This is an optimization exercise on Yosys and OpenROAD, whose aim is small area, a short achievable clock period and few clock cycles, not a production implementation.
Where RTL was checked, it was by simulation tests only, not by an equivalence proof against the original.

==> flow/design.v (excerpt) <==
module CPU(input  logic        clk_i, rst_i,
           output logic [63:0] imem_addr_o,
           input  logic [31:0] imem_data_i,
           output logic        dmem_we_o, dmem_re_o,
           output logic [2:0]  dmem_funct3_o,
           output logic [63:0] dmem_addr_o, dmem_wdata_o,
           input  logic [63:0] dmem_rdata_i,
           output logic        wb_we_o,
           output logic [4:0]  wb_rd_o,
           output logic [63:0] wb_data_o);
Size: about 3100 flip-flops, roughly 370 I/O pins, about 170000 um2 of cells after synthesis.
Settings: LEC_CHECK=0, CAP_MARGIN=40, CORE_MARGIN=2, CORE_UTILIZATION=40, CTS_CLUSTER_DIAMETER=80, CTS_CLUSTER_SIZE=20, SLEW_MARGIN=60; clock period 16.0 ns.
standard.sh (not shown) runs the stock make flow with config.mk's settings and CLKGATE_MAP_FILE= SYNTH_SCRIPT=/design/flow/synth_recipe.tcl, a recipe that flattens the netlist after the stock synthesis.
==> flow/flow/run.sh <==
#!/bin/bash
# The standard synthesis, then the standard layout (standard.sh) with these changes:
#  - the delay cells (clkdlybuf4s*, dlygate*, dlymetal*) are kept out of the layout steps,
#    so the port buffers and the resizer's buffers are plain buffers;
#  - the resizer's timing repair (after CTS and after global routing) works to a setup
#    margin, so that paths end well inside the clock period (the SDC is the standard flow's, unchanged).
set -euo pipefail
PLATFORM_DONT_USE="sky130_fd_sc_hd__probe_p_8 sky130_fd_sc_hd__probec_p_8 sky130_fd_sc_hd__lpflow_bleeder_1 sky130_fd_sc_hd__lpflow_clkbufkapwr_1 sky130_fd_sc_hd__lpflow_clkbufkapwr_16 sky130_fd_sc_hd__lpflow_clkbufkapwr_2 sky130_fd_sc_hd__lpflow_clkbufkapwr_4 sky130_fd_sc_hd__lpflow_clkbufkapwr_8 sky130_fd_sc_hd__lpflow_clkinvkapwr_1 sky130_fd_sc_hd__lpflow_clkinvkapwr_16 sky130_fd_sc_hd__lpflow_clkinvkapwr_2 sky130_fd_sc_hd__lpflow_clkinvkapwr_4 sky130_fd_sc_hd__lpflow_clkinvkapwr_8 sky130_fd_sc_hd__lpflow_decapkapwr_12 sky130_fd_sc_hd__lpflow_decapkapwr_3 sky130_fd_sc_hd__lpflow_decapkapwr_4 sky130_fd_sc_hd__lpflow_decapkapwr_6 sky130_fd_sc_hd__lpflow_decapkapwr_8 sky130_fd_sc_hd__lpflow_inputiso0n_1 sky130_fd_sc_hd__lpflow_inputiso0p_1 sky130_fd_sc_hd__lpflow_inputiso1n_1 sky130_fd_sc_hd__lpflow_inputiso1p_1 sky130_fd_sc_hd__lpflow_inputisolatch_1 sky130_fd_sc_hd__lpflow_isobufsrc_1 sky130_fd_sc_hd__lpflow_isobufsrc_16 sky130_fd_sc_hd__lpflow_isobufsrc_2 sky130_fd_sc_hd__lpflow_isobufsrc_4 sky130_fd_sc_hd__lpflow_isobufsrc_8 sky130_fd_sc_hd__lpflow_isobufsrckapwr_16 sky130_fd_sc_hd__lpflow_lsbuf_lh_hl_isowell_tap_1 sky130_fd_sc_hd__lpflow_lsbuf_lh_hl_isowell_tap_2 sky130_fd_sc_hd__lpflow_lsbuf_lh_hl_isowell_tap_4 sky130_fd_sc_hd__lpflow_lsbuf_lh_isowell_4 sky130_fd_sc_hd__lpflow_lsbuf_lh_isowell_tap_1 sky130_fd_sc_hd__lpflow_lsbuf_lh_isowell_tap_2 sky130_fd_sc_hd__lpflow_lsbuf_lh_isowell_tap_4"
EXTRA_DONT_USE="sky130_fd_sc_hd__clkdlybuf4s* sky130_fd_sc_hd__dlygate* sky130_fd_sc_hd__dlymetal*"
MARGIN=$(cat flow/margin.txt)
bash standard.sh synth > synth.log 2>&1
bash standard.sh "DONT_USE_CELLS=$PLATFORM_DONT_USE $EXTRA_DONT_USE" "SETUP_SLACK_MARGIN=$MARGIN" finish > layout.log 2>&1
==> flow/flow/margin.txt <==
11
The baseline completed with no timing, DRC or antenna violations.
Testbench counts at the start, summed over its fixed seeds: cycles 45,344.
Next try:
Settings changed: CTS_CLUSTER_DIAMETER 80 to 100, CTS_CLUSTER_SIZE 20 to 28.
The changed run ran to the end with no violations.
Wire length is about the same.
Clock-buffer cell count fell by 59.
Synthesized area is unchanged.
Worst setup slack is better by 0.15 ns.
Global-route usage is about the same.
Non-clock buffer count came out higher by 6.

---

CPU, a different RTL version from the one above (not shown whole).
Size in the first run: ~3000 flip-flops.
// CPU
module CPU(input  logic        clk_i, rst_i,
           output logic [63:0] imem_addr_o,
           input  logic [31:0] imem_data_i,
           output logic        dmem_we_o, dmem_re_o,
           output logic [2:0]  dmem_funct3_o,
           output logic [63:0] dmem_addr_o, dmem_wdata_o,
           input  logic [63:0] dmem_rdata_i,
           output logic        wb_we_o,
           output logic [4:0]  wb_rd_o,
           output logic [63:0] wb_data_o);
export LEC_CHECK = 0
export CAP_MARGIN = 40
export CORE_MARGIN = 2
export CORE_UTILIZATION = 40
export CTS_CLUSTER_DIAMETER = 100
export CTS_CLUSTER_SIZE = 30
export SLEW_MARGIN = 60
create_clock -name core_clock -period 16.0 [get_ports {clk_i}]
Scripts as last shown in full above: flow/flow/run.sh, flow/flow/margin.txt
==> next run, changes <==
CTS_CLUSTER_DIAMETER = default   (was 100)
CTS_CLUSTER_SIZE = default   (was 30)
Outcome: Count of clock-buffer cells in the layout went up by 238. Area after synthesis does not change.
No functional check of the RTL was part of any run of this note.

---

== JK ==
CPU, a different RTL version from the one above (not shown whole).
For scale: roughly 13000 cells after synthesis, ~3000 flip-flops, ~370 I/O pins, roughly 160000 um2 of cells after synthesis.
clock: 16.0 ns
lec_check: 0
cap_margin: 40
core_margin: 2
core_utilization: 40
cts_cluster_diameter: 80
cts_cluster_size: 24
slew_margin: 50
Scripts as last shown in full above: flow/flow/run.sh, flow/flow/margin.txt
No stage failed in JK, and the final checks on the layout all came back clean.
Testbench counts of JK, summed over its fixed seeds: cycles 47,033.
The inputs of MS differ from those of JK as listed below.
- SLEW_MARGIN: 50 -> 60
- CAP_MARGIN: 40 -> 20
==> flow/flow/margin.txt <==
11.2
Results
MS closes out successfully: all stages finished, all timing, DRC and antenna checks passed.
MS: non-clock buffer share of cell area is 1.7 points higher than what JK reported.
Post-detailed-placement cell area grows slightly when moving from JK to MS.
MS vs JK — layout filler cell count dropped slightly
On routed metal-1 wirelength, JK tracks MS almost exactly.
MS against JK; routability-driven placement congestion ratio is down slightly.
Worst setup slack: MS better than JK
Compared with JK, in MS number of buffers created by CTS went down about 0.6%; post-route cell area now larger; global routing met1 resource utilization rose 0.20 points.
Setup changes, MS to AL
- CTS_CLUSTER_SIZE now 20, was 24
- CAP_MARGIN now 40, was 20
==> flow/flow/margin.txt <==
11
Findings:
Diff MS -> AL | non-filler instance count after layout | decrease of 79. Between MS and AL, the difference in proportion of cell area occupied by registers is negligible. Re fraction of registers with async set or reset after synthesis: no difference whatsoever between AL and MS. Of MS and AL, the lower number of clock buffer instances in the layout belongs to MS. Non-clock buffer count, MS and AL, higher one = MS. AL — fmax about 5% lower, MS as reference. AL vs. MS: met2 track utilization from global routing down 0.43 points, worst-case setup margin in the final layout lost 240 ps, final standard cell area without fillers went down, area overhead of the layout relative to synthesis now smaller, die area roughly the same.
Relative to AL, the following input files were edited for TR:
- CTS_CLUSTER_SIZE now 24, was 20
==> flow/flow/margin.txt <==
11.2
Notes after the runs:
TR vs AL, amount of wire on met2 after detailed routing went up by 0.57%. Summary of TR over AL: worst path required time moved up, pin count of the biggest net entering global routing moved up. Taking AL as the reference point, the number of instances resized during post-cts repair of TR rises by about 500%. sky130_fd_sc_hd__fa_2 as the cell at the slowest stage of the critical path was reported by TR, and sky130_fd_sc_hd__fa_1 by AL. On area of all sequential standard cells, TR and AL are basically level. Going from AL to TR, sequential portion of the cell area dropped 0.19 points, met3 routed wirelength climbed 0.34%, max capacitance violation total barely changed. Of TR and AL, the run reporting the lower cell count was AL. TR reports a higher utilization than AL does. The end point of the critical path comes out d_alt_lo[12] in one run and w_data[17] in the other, namely in TR and AL respectively.
### TR -> PW
- SLEW_MARGIN: 60 -> 55
==> flow/flow/margin.txt <==
11.25
==> summary.txt <==
Looking only at largest driver fanout on the critical path, and setting everything else aside, the higher value of PW and TR goes to PW. On global-route usage, PW and TR are basically level. PW: no failed stages, no open violations at the end. Of PW and TR, the lower shortest clock period the worst path allows after layout belongs to TR. In PW the detail-routed net length per standard cell turned out 0.59% higher than in TR. Fraction of area in multi-input gates: PW > TR.

---

Setup of the reference run:
CPU, a different RTL version from the one above (not shown whole).
Size in the first run: about 13,000 cells after synthesis, roughly 370 I/O pins, ~150,000 sq um of cells after synthesis.
export LEC_CHECK = 0
export CAP_MARGIN = 40
export CORE_MARGIN = 2
export CORE_UTILIZATION = 40
export CTS_CLUSTER_DIAMETER = 80
export CTS_CLUSTER_SIZE = 24
export SLEW_MARGIN = 60
create_clock -name core_clock -period 16.0 [get_ports {clk_i}]
==> flow/flow/margin.txt <==
11
Scripts as last shown in full above: flow/flow/run.sh
Testbench counts of the reference run, summed over its fixed seeds: cycles 47,033.
The inputs of the trial run differ from those of the reference run as listed below.
- CTS_CLUSTER_SIZE changed from 24 to 20
Findings:
- Upper clock frequency limit ends up lower on the trial run.
- On net total in the final layout, the trial run and the reference run are neck and neck.
- Comparing the two runs side by side, the trial run comes out behind the reference run on final critical-path setup slack.

---

CPU, a different RTL version from the one above (not shown whole).
For scale: ~14000 cells after synthesis, about 3000 flip-flops, about 180000 sq um of cells after synthesis.
make LEC_CHECK=0 CAP_MARGIN=60 CORE_MARGIN=2 CORE_UTILIZATION=40 SLEW_MARGIN=60 finish   # period 16.0 ns
run.sh (not shown) runs the stock make flow with config.mk's settings and CLKGATE_MAP_FILE= SYNTH_SCRIPT=/design/flow/synth_recipe.tcl, a recipe that flattens the netlist after the stock synthesis.
Stock flow here: none of the scripts above is used.
The first run finished with timing, DRC and antenna clean.
Rerun with:
- CAP_MARGIN: 60 -> 20
- SLEW_MARGIN: 60 -> 20
Synthesized area stays the same.
Clock-buffer cell count decreases by 4.
No functional check of the RTL was part of any run of this note.

## afterwards: timing with drivers on the ports
The flow's constraints put no driver on any port. The routed layouts listed below were extracted and timed again, unchanged, in two steps. Step 1 (the two cells are an assumption about what drives the block):
set clk [get_ports {clk_i}]
set_driving_cell -lib_cell sky130_fd_sc_hd__clkbuf_16 $clk
set_driving_cell -lib_cell sky130_fd_sc_hd__buf_2 [delete_from_list [all_inputs] $clk]
Step 2 adds t to the input delays and takes it off the output delays; t is the mean of the earliest and latest rising clock arrival at the registers after step 1. Input paths then give back, and output paths get back, about the clock's delay inside the block. Three values: ideal, step 1, step 2; two values: the first two.
run | t, ns | setup WS [ns] | worst setup path after step 2 | slew at the worst register clock pin (ns) | pins driven straight from the clock port
the first run of note 1 | 1.123 | 10.810 / 10.850 / 9.727 | input to register | 0.10 / 0.10 | 1
the second run of note 1 | 1.092 | 10.956 / 10.896 / 9.951 | input to register | 0.12 / 0.12 | 1
the first run of note 2 | 1.075 | 10.965 / 10.836 / 10.017 | input to register | 0.12 / 0.12 | 1
the second run of note 2 | 1.088 | 11.014 / 10.881 / 10.089 | input to register | 0.08 / 0.08 | 1
JK | 1.089 | 10.843 / 10.843 / 10.012 | input to register | 0.11 / 0.11 | 1
MS | 1.094 | 11.085 / 11.019 / 10.067 | input to register | 0.11 / 0.11 | 1
AL | 1.083 | 10.841 / 10.841 / 10.113 | input to register | 0.10 / 0.10 | 1
TR | 1.091 | 11.120 / 10.998 / 10.093 | input to register | 0.11 / 0.11 | 1
PW | 1.075 | 11.053 / 11.009 / 10.081 | input to register | 0.11 / 0.11 | 1
the reference run | 1.074 | 10.967 / 10.923 / 10.224 | input to register | 0.11 / 0.11 | 1
the trial run | 1.079 | 10.905 / 10.905 / 10.206 | input to register | 0.10 / 0.10 | 1
the first run of note 5 | 1.102 | 8.380 / 8.482 / 7.380 | input to register | 0.07 / 0.07 | 1
the second run of note 5 | 1.089 | 8.202 / 8.202 / 7.206 | input to register | 0.07 / 0.07 | 1
After both steps every run listed still meets setup and hold. The setup slack of the first run of note 1, which loses most, moves by +0.040 ns with the drivers and by -1.083 ns with both steps.
